Background: an optimization exercise with open tools, aiming at small area, a short achievable clock period and few clock cycles. Do not read the settings as production practice. RTL that was checked went through simulation tests only; none was proved equivalent to the original.

oak:
==> flow/design.v <==
module calc_crc (
    input [7:0] CRC_I,
    input [7:0] DATA_I,
    output [7:0] CRC_O
);
    assign CRC_O[0] = CRC_I[0] ^ CRC_I[6] ^ CRC_I[7] ^ DATA_I[0] ^ DATA_I[6] ^ DATA_I[7];
    assign CRC_O[1] = CRC_I[0] ^ CRC_I[1] ^ CRC_I[6] ^ DATA_I[0] ^ DATA_I[1] ^ DATA_I[6];
    assign CRC_O[2] = CRC_I[0] ^ CRC_I[1] ^ CRC_I[2] ^ CRC_I[6] ^ DATA_I[0] ^ DATA_I[1] ^ DATA_I[2] ^ DATA_I[6];
    assign CRC_O[3] = CRC_I[1] ^ CRC_I[2] ^ CRC_I[3] ^ CRC_I[7] ^ DATA_I[1] ^ DATA_I[2] ^ DATA_I[3] ^ DATA_I[7];
    assign CRC_O[4] = CRC_I[2] ^ CRC_I[3] ^ CRC_I[4] ^ DATA_I[2] ^ DATA_I[3] ^ DATA_I[4];
    assign CRC_O[5] = CRC_I[3] ^ CRC_I[4] ^ CRC_I[5] ^ DATA_I[3] ^ DATA_I[4] ^ DATA_I[5];
    assign CRC_O[6] = CRC_I[4] ^ CRC_I[5] ^ CRC_I[6] ^ DATA_I[4] ^ DATA_I[5] ^ DATA_I[6];
    assign CRC_O[7] = CRC_I[5] ^ CRC_I[6] ^ CRC_I[7] ^ DATA_I[5] ^ DATA_I[6] ^ DATA_I[7];
endmodule
module AxisCrcChecker(
  input        clock,
  input        reset,
  output       io_AxisSlv_ready,
  input        io_AxisSlv_valid,
  input        io_AxisSlv_bits_Tlast,
  input  [7:0] io_AxisSlv_bits_Tdata,
  input        io_AxisMst_ready,
  output       io_AxisMst_valid,
  output       io_AxisMst_bits_Tlast,
  output [7:0] io_AxisMst_bits_Tdata
);
  localparam N  = 1024;           
  localparam LW = 5;              
  localparam LR = 5;              
  localparam KW = N >> LW;        
  localparam KR = N >> LR;        
  localparam [LR-1:0] RC = {LR{1'b1}};  
  localparam QD = 10;             
  localparam QL = 4;
  reg        in_rdy;
  wire       acc = io_AxisSlv_valid & in_rdy;
  reg  [7:0] crc;
  wire [7:0] crc_n;
  calc_crc u_calc_crc (.CRC_I(crc), .DATA_I(io_AxisSlv_bits_Tdata), .CRC_O(crc_n));
  wire       in_g = (crc_n == 8'h00);
  always @(posedge clock) begin
    if (reset) crc <= 8'hff;
    else if (acc) crc <= io_AxisSlv_bits_Tlast ? 8'hff : crc_n;
  end
  reg [9:0] bq0, bq1;             
  reg       b_wp, b_rp;
  reg [1:0] b_cnt;
  wire      b_ne = (b_cnt != 2'd0);
  wire [9:0] b_head = b_rp ? bq1 : bq0;
  wire [7:0] w_d = b_head[7:0];
  wire       w_l = b_head[8];
  wire       w_g = b_head[9];
  always @(posedge clock) begin
    if (acc & ~b_wp) bq0 <= {in_g, io_AxisSlv_bits_Tlast, io_AxisSlv_bits_Tdata};
    if (acc &  b_wp) bq1 <= {in_g, io_AxisSlv_bits_Tlast, io_AxisSlv_bits_Tdata};
  end
  reg  [9:0]  wp;
  reg  [10:0] w_id;
  reg  [10:0] r_id;
  reg  [9:0]  rp;
  reg         r_al;               
  reg  [9:0]  pk_len;             
  reg         cur_v;              
  reg  [9:0]  rem;                
  reg         lastb;              
  reg [10:0]   qq [0:QD-1];
  reg [QL-1:0] q_wp, q_rp;
  reg [QL:0]   q_cnt;
  wire [10:0]  q_head = qq[q_rp];
  wire         q_ne = (q_cnt != 0);
  wire         q_room = (q_cnt != QD);
  wire full   = (w_id[9:0] == r_id[9:0]) & (w_id[10] != r_id[10]);
  wire w_al   = (wp[LW-1:0] == 0);
  wire wr     = b_ne & w_al & ~full & (~w_l | q_room);
  wire empty  = (w_id == r_id);
  wire hold   = empty & w_al & ~wr;
  wire [9-LW:0] w_tap = wp[9:LW];
  reg        credit;
  reg  [1:0] f_used;              
  wire       rd    = cur_v & r_al & credit;
  wire       next  = ~cur_v | (rd & lastb);
  wire       load  = next & q_ne;
  wire       skip  = load & ~q_head[10];
  wire [9:0] rp_sk = rp - q_head[9:0] - rd;
  reg  [8*N-1:0] ring;
  wire [8*N-1:0] rot = {ring[8*N-9:0], ring[8*N-1:8*N-8]};
  integer k;
  always @(posedge clock) begin
    ring <= rot;
    for (k = 0; k < KW; k = k + 1)
      if (wr && w_tap == k) ring[8*(k<<LW) +: 8] <= w_d;
  end
  wire [8*KR-1:0] taps;
  genvar g;
  generate
    for (g = 0; g < KR; g = g + 1) begin : g_tap
      assign taps[8*g +: 8] = ring[8*((g<<LR)+RC) +: 8];
    end
  endgenerate
  wire [7:0] x_d = taps[8*rp[9:LR] +: 8];
  wire       x_l = lastb;
  wire       x_v = rd;
  reg pop_q;
  wire [1:0] f_next = f_used + rd - pop_q;
  always @(posedge clock) begin
    if (reset) begin
      wp <= 10'd0;
      w_id <= 11'd0;
      r_id <= 11'd0;
      rp <= 10'd1023;
      r_al <= 1'b1;
      pk_len <= 10'd0;
      cur_v <= 1'b0;
      rem <= 10'd0;
      lastb <= 1'b0;
      b_wp <= 1'b0; b_rp <= 1'b0; b_cnt <= 2'd0;
      q_wp <= 0; q_rp <= 0; q_cnt <= 0;
      in_rdy <= 1'b1;
      f_used <= 2'd0;
      credit <= 1'b0;
    end else begin
      if (acc) b_wp <= ~b_wp;
      if (wr)  b_rp <= ~b_rp;
      b_cnt <= b_cnt + acc - wr;
      in_rdy <= ({1'b0, b_cnt} + in_rdy - wr) <= 3'd1;
      if (wr) begin
        w_id <= w_id + 11'd1;
        pk_len <= w_l ? 10'd0 : pk_len + 10'd1;
      end else if (~hold) wp <= wp + 10'd1;
      if (wr & w_l) begin
        qq[q_wp] <= {w_g, pk_len};
        q_wp <= (q_wp == QD - 1) ? 0 : q_wp + 1'b1;
      end
      q_cnt <= q_cnt + (wr & w_l) - load;
      if (load) q_rp <= (q_rp == QD - 1) ? 0 : q_rp + 1'b1;
      if (next) cur_v <= load & q_head[10];
      if (load) begin
        rem <= q_head[9:0];
        lastb <= (q_head[9:0] == 10'd0);
      end else if (rd) begin
        rem <= rem - 10'd1;
        lastb <= (rem == 10'd1);
      end
      if (skip) r_id <= r_id + {1'b0, q_head[9:0]} + 11'd1 + rd;
      else if (rd) r_id <= r_id + 11'd1;
      if (skip) begin
        rp <= rp_sk;
        r_al <= (rp_sk[LR-1:0] == RC);
      end else if (~rd & ~hold) begin
        rp <= rp + 10'd1;
        r_al <= (rp[LR-1:0] == RC - 1'b1);
      end
      f_used <= f_next;
      credit <= (f_next != 2'd3);
    end
  end
  reg       o_v;
  reg [7:0] o_d;
  reg       o_l;
  reg [8:0] oq0, oq1;
  reg       oq_wp, oq_rp;
  reg [1:0] oq_cnt;
  wire      o_load = ~o_v | io_AxisMst_ready;
  wire      oq_ne  = (oq_cnt != 2'd0);
  wire [8:0] oq_head = oq_rp ? oq1 : oq0;
  wire      oq_pop  = o_load & oq_ne;
  wire      oq_push = x_v & ~(o_load & ~oq_ne);
  always @(posedge clock) begin
    if (oq_push & ~oq_wp) oq0 <= {x_l, x_d};
    if (oq_push &  oq_wp) oq1 <= {x_l, x_d};
    if (reset) begin
      o_v <= 1'b0;
      o_d <= 8'd0;
      o_l <= 1'b0;
      oq_wp <= 1'b0; oq_rp <= 1'b0; oq_cnt <= 2'd0;
      pop_q <= 1'b0;
    end else begin
      pop_q <= o_v & io_AxisMst_ready;
      if (o_load) begin
        o_v <= oq_ne | x_v;
        {o_l, o_d} <= oq_ne ? oq_head : {x_l, x_d};
      end
      if (oq_push) oq_wp <= ~oq_wp;
      if (oq_pop)  oq_rp <= ~oq_rp;
      oq_cnt <= oq_cnt + oq_push - oq_pop;
    end
  end
  assign io_AxisSlv_ready      = in_rdy;
  assign io_AxisMst_valid      = o_v;
  assign io_AxisMst_bits_Tdata = o_d;
  assign io_AxisMst_bits_Tlast = o_l;
endmodule
clock: 15.0 ns
lec_check: 0
cap_margin: 40
core_margin: 2
core_utilization: 60
cts_buf_list: sky130_fd_sc_hd__clkbuf_16
cts_cluster_diameter: 100
cts_cluster_size: 30
place_density: 0.7
slew_margin: 40
synth_memory_max_bits: 16384
standard.sh (not shown) runs the stock make flow with config.mk's settings and CLKGATE_MAP_FILE= SYNTH_SCRIPT=/design/flow/synth_recipe.tcl, a recipe that flattens the netlist after the stock synthesis.
==> flow/flow/run.sh <==
#!/bin/bash
# Standard layout, with a fast buffer on every port and timing repair aimed
# below the 15 ns constraint.
set -euo pipefail
export BUFFER_PORTS_ARGS="-buffer_cell sky130_fd_sc_hd__buf_4"
export SETUP_SLACK_MARGIN=11
bash standard.sh > standard.log 2>&1
oak finished every stage and its layout cleared the timing, design-rule and antenna checks.
Input-level comparison between pine and oak:
-- flow/design.v --
<<< oak, line 33
  localparam QD = 10;             
  localparam QL = 4;
  reg        in_rdy;
  wire       acc = io_AxisSlv_valid & in_rdy;
  reg  [7:0] crc;
  wire [7:0] crc_n;
>>> pine, line 33
  localparam QD = 10;             
  localparam QL = 4;
  reg        in_rdy;              
  reg        rdy_i;               
  wire       acc = io_AxisSlv_valid & rdy_i;
  reg  [7:0] crc;
  wire [7:0] crc_n;
<<< oak, line 117
      q_wp <= 0; q_rp <= 0; q_cnt <= 0;
      in_rdy <= 1'b1;
      f_used <= 2'd0;
      credit <= 1'b0;
>>> pine, line 118
      q_wp <= 0; q_rp <= 0; q_cnt <= 0;
      in_rdy <= 1'b1;
      rdy_i <= 1'b1;
      f_used <= 2'd0;
      credit <= 1'b0;
<<< oak, line 124
      b_cnt <= b_cnt + acc - wr;
      in_rdy <= ({1'b0, b_cnt} + in_rdy - wr) <= 3'd1;
      if (wr) begin
        w_id <= w_id + 11'd1;
>>> pine, line 126
      b_cnt <= b_cnt + acc - wr;
      in_rdy <= ({1'b0, b_cnt} + in_rdy - wr) <= 3'd1;
      rdy_i <= ({1'b0, b_cnt} + rdy_i - wr) <= 3'd1;
      if (wr) begin
        w_id <= w_id + 11'd1;
<<< oak, line 155
    end
  end
  reg       o_v;
  reg [7:0] o_d;
  reg       o_l;
  reg [8:0] oq0, oq1;
  reg       oq_wp, oq_rp;
  reg [1:0] oq_cnt;
  wire      o_load = ~o_v | io_AxisMst_ready;
  wire      oq_ne  = (oq_cnt != 2'd0);
  wire [8:0] oq_head = oq_rp ? oq1 : oq0;
  wire      oq_pop  = o_load & oq_ne;
  wire      oq_push = x_v & ~(o_load & ~oq_ne);
  always @(posedge clock) begin
    if (oq_push & ~oq_wp) oq0 <= {x_l, x_d};
    if (oq_push &  oq_wp) oq1 <= {x_l, x_d};
    if (reset) begin
      o_v <= 1'b0;
      o_d <= 8'd0;
      o_l <= 1'b0;
      oq_wp <= 1'b0; oq_rp <= 1'b0; oq_cnt <= 2'd0;
      pop_q <= 1'b0;
    end else begin
      pop_q <= o_v & io_AxisMst_ready;
      if (o_load) begin
        o_v <= oq_ne | x_v;
        {o_l, o_d} <= oq_ne ? oq_head : {x_l, x_d};
      end
      if (oq_push) oq_wp <= ~oq_wp;
      if (oq_pop)  oq_rp <= ~oq_rp;
      oq_cnt <= oq_cnt + oq_push - oq_pop;
    end
  end
>>> pine, line 158
    end
  end
  reg [8:0] oq0, oq1, oq2;
  reg [1:0] oq_wp, oq_rp, oq_cnt;
  reg       o_v;
  reg [7:0] o_d;
  reg       o_l;
  wire      o_pop  = io_AxisMst_ready & (oq_cnt != 2'd0);
  wire [1:0] oq_rp1 = (oq_rp == 2'd2) ? 2'd0 : oq_rp + 2'd1;
  wire [1:0] oq_rpn = o_pop ? oq_rp1 : oq_rp;
  wire [1:0] oq_cntn = oq_cnt + x_v - o_pop;
  wire      byp    = (oq_cnt == {1'b0, o_pop});
  wire [8:0] oq_nh  = byp ? {x_l, x_d} : (oq_rpn == 2'd0) ? oq0 : (oq_rpn == 2'd1) ? oq1 : oq2;
  always @(posedge clock) begin
    if (x_v && oq_wp == 2'd0) oq0 <= {x_l, x_d};
    if (x_v && oq_wp == 2'd1) oq1 <= {x_l, x_d};
    if (x_v && oq_wp == 2'd2) oq2 <= {x_l, x_d};
    {o_l, o_d} <= oq_nh;
    if (reset) begin
      o_v <= 1'b0;
      oq_wp <= 2'd0; oq_rp <= 2'd0; oq_cnt <= 2'd0;
      pop_q <= 1'b0;
    end else begin
      pop_q <= o_pop;
      o_v <= (oq_cntn != 2'd0);
      if (x_v) oq_wp <= (oq_wp == 2'd2) ? 2'd0 : oq_wp + 2'd1;
      oq_rp <= oq_rpn;
      oq_cnt <= oq_cntn;
    end
  end
Notes after the runs:
Area of the core: pine vs oak — no meaningful difference
On fraction of met1 tracks used by global routing, pine and oak are neck and neck.
Between pine and oak, the fraction of area in multi-input gates does not differ in any meaningful way.
Cmp pine vs oak: net count after synthesis higher in pine
First-pass GRT wire length up 1.1% in pine wrt oak
Delta (pine minus oak): count of flip-flops and latches barely changed; CTS clock-pin slew for the worst setup and hold paths barely changed; worst hold slack across all endpoints dropped 0.020 ns.
The total detailed-routing wirelength of pine is higher than that of oak.
Testbench counts of pine, summed over its fixed seeds: cycles 46,150.
The RTL of oak was laid out without a check of its function.

## port drivers added, routing unchanged
Ports are ideal in the flow. The routed layouts listed here were re-timed in OpenROAD. Step 1 sets driving cells, clkbuf_16 on the clock port and buf_2 on the other inputs (assumed; they add their load-dependent delay and slew). Step 2 times the ports against the registers' clock, not the clock port: input delays grow and output delays shrink by t, the midpoint of the rising clock arrivals with the driver on. Slacks: ideal ports / drivers / drivers and shift; pairs: ideal ports / drivers.
| run | t (ns) | slack for setup (ns) | clock arrival spread, ns | worst register clock-pin slew, ns |
|---|---|---|---|---|
| oak | 1.004 | 10.496 / 10.400 / 10.307 | 0.045 / 0.045 | 0.11 / 0.11 |
| pine | 1.004 | 10.539 / 10.447 / 10.080 | 0.069 / 0.069 | 0.12 / 0.12 |
After both steps setup and hold are still met in every run listed. For pine, which loses most, drivers alone change the setup slack by -0.092 ns; drivers and shift together by -0.459 ns.
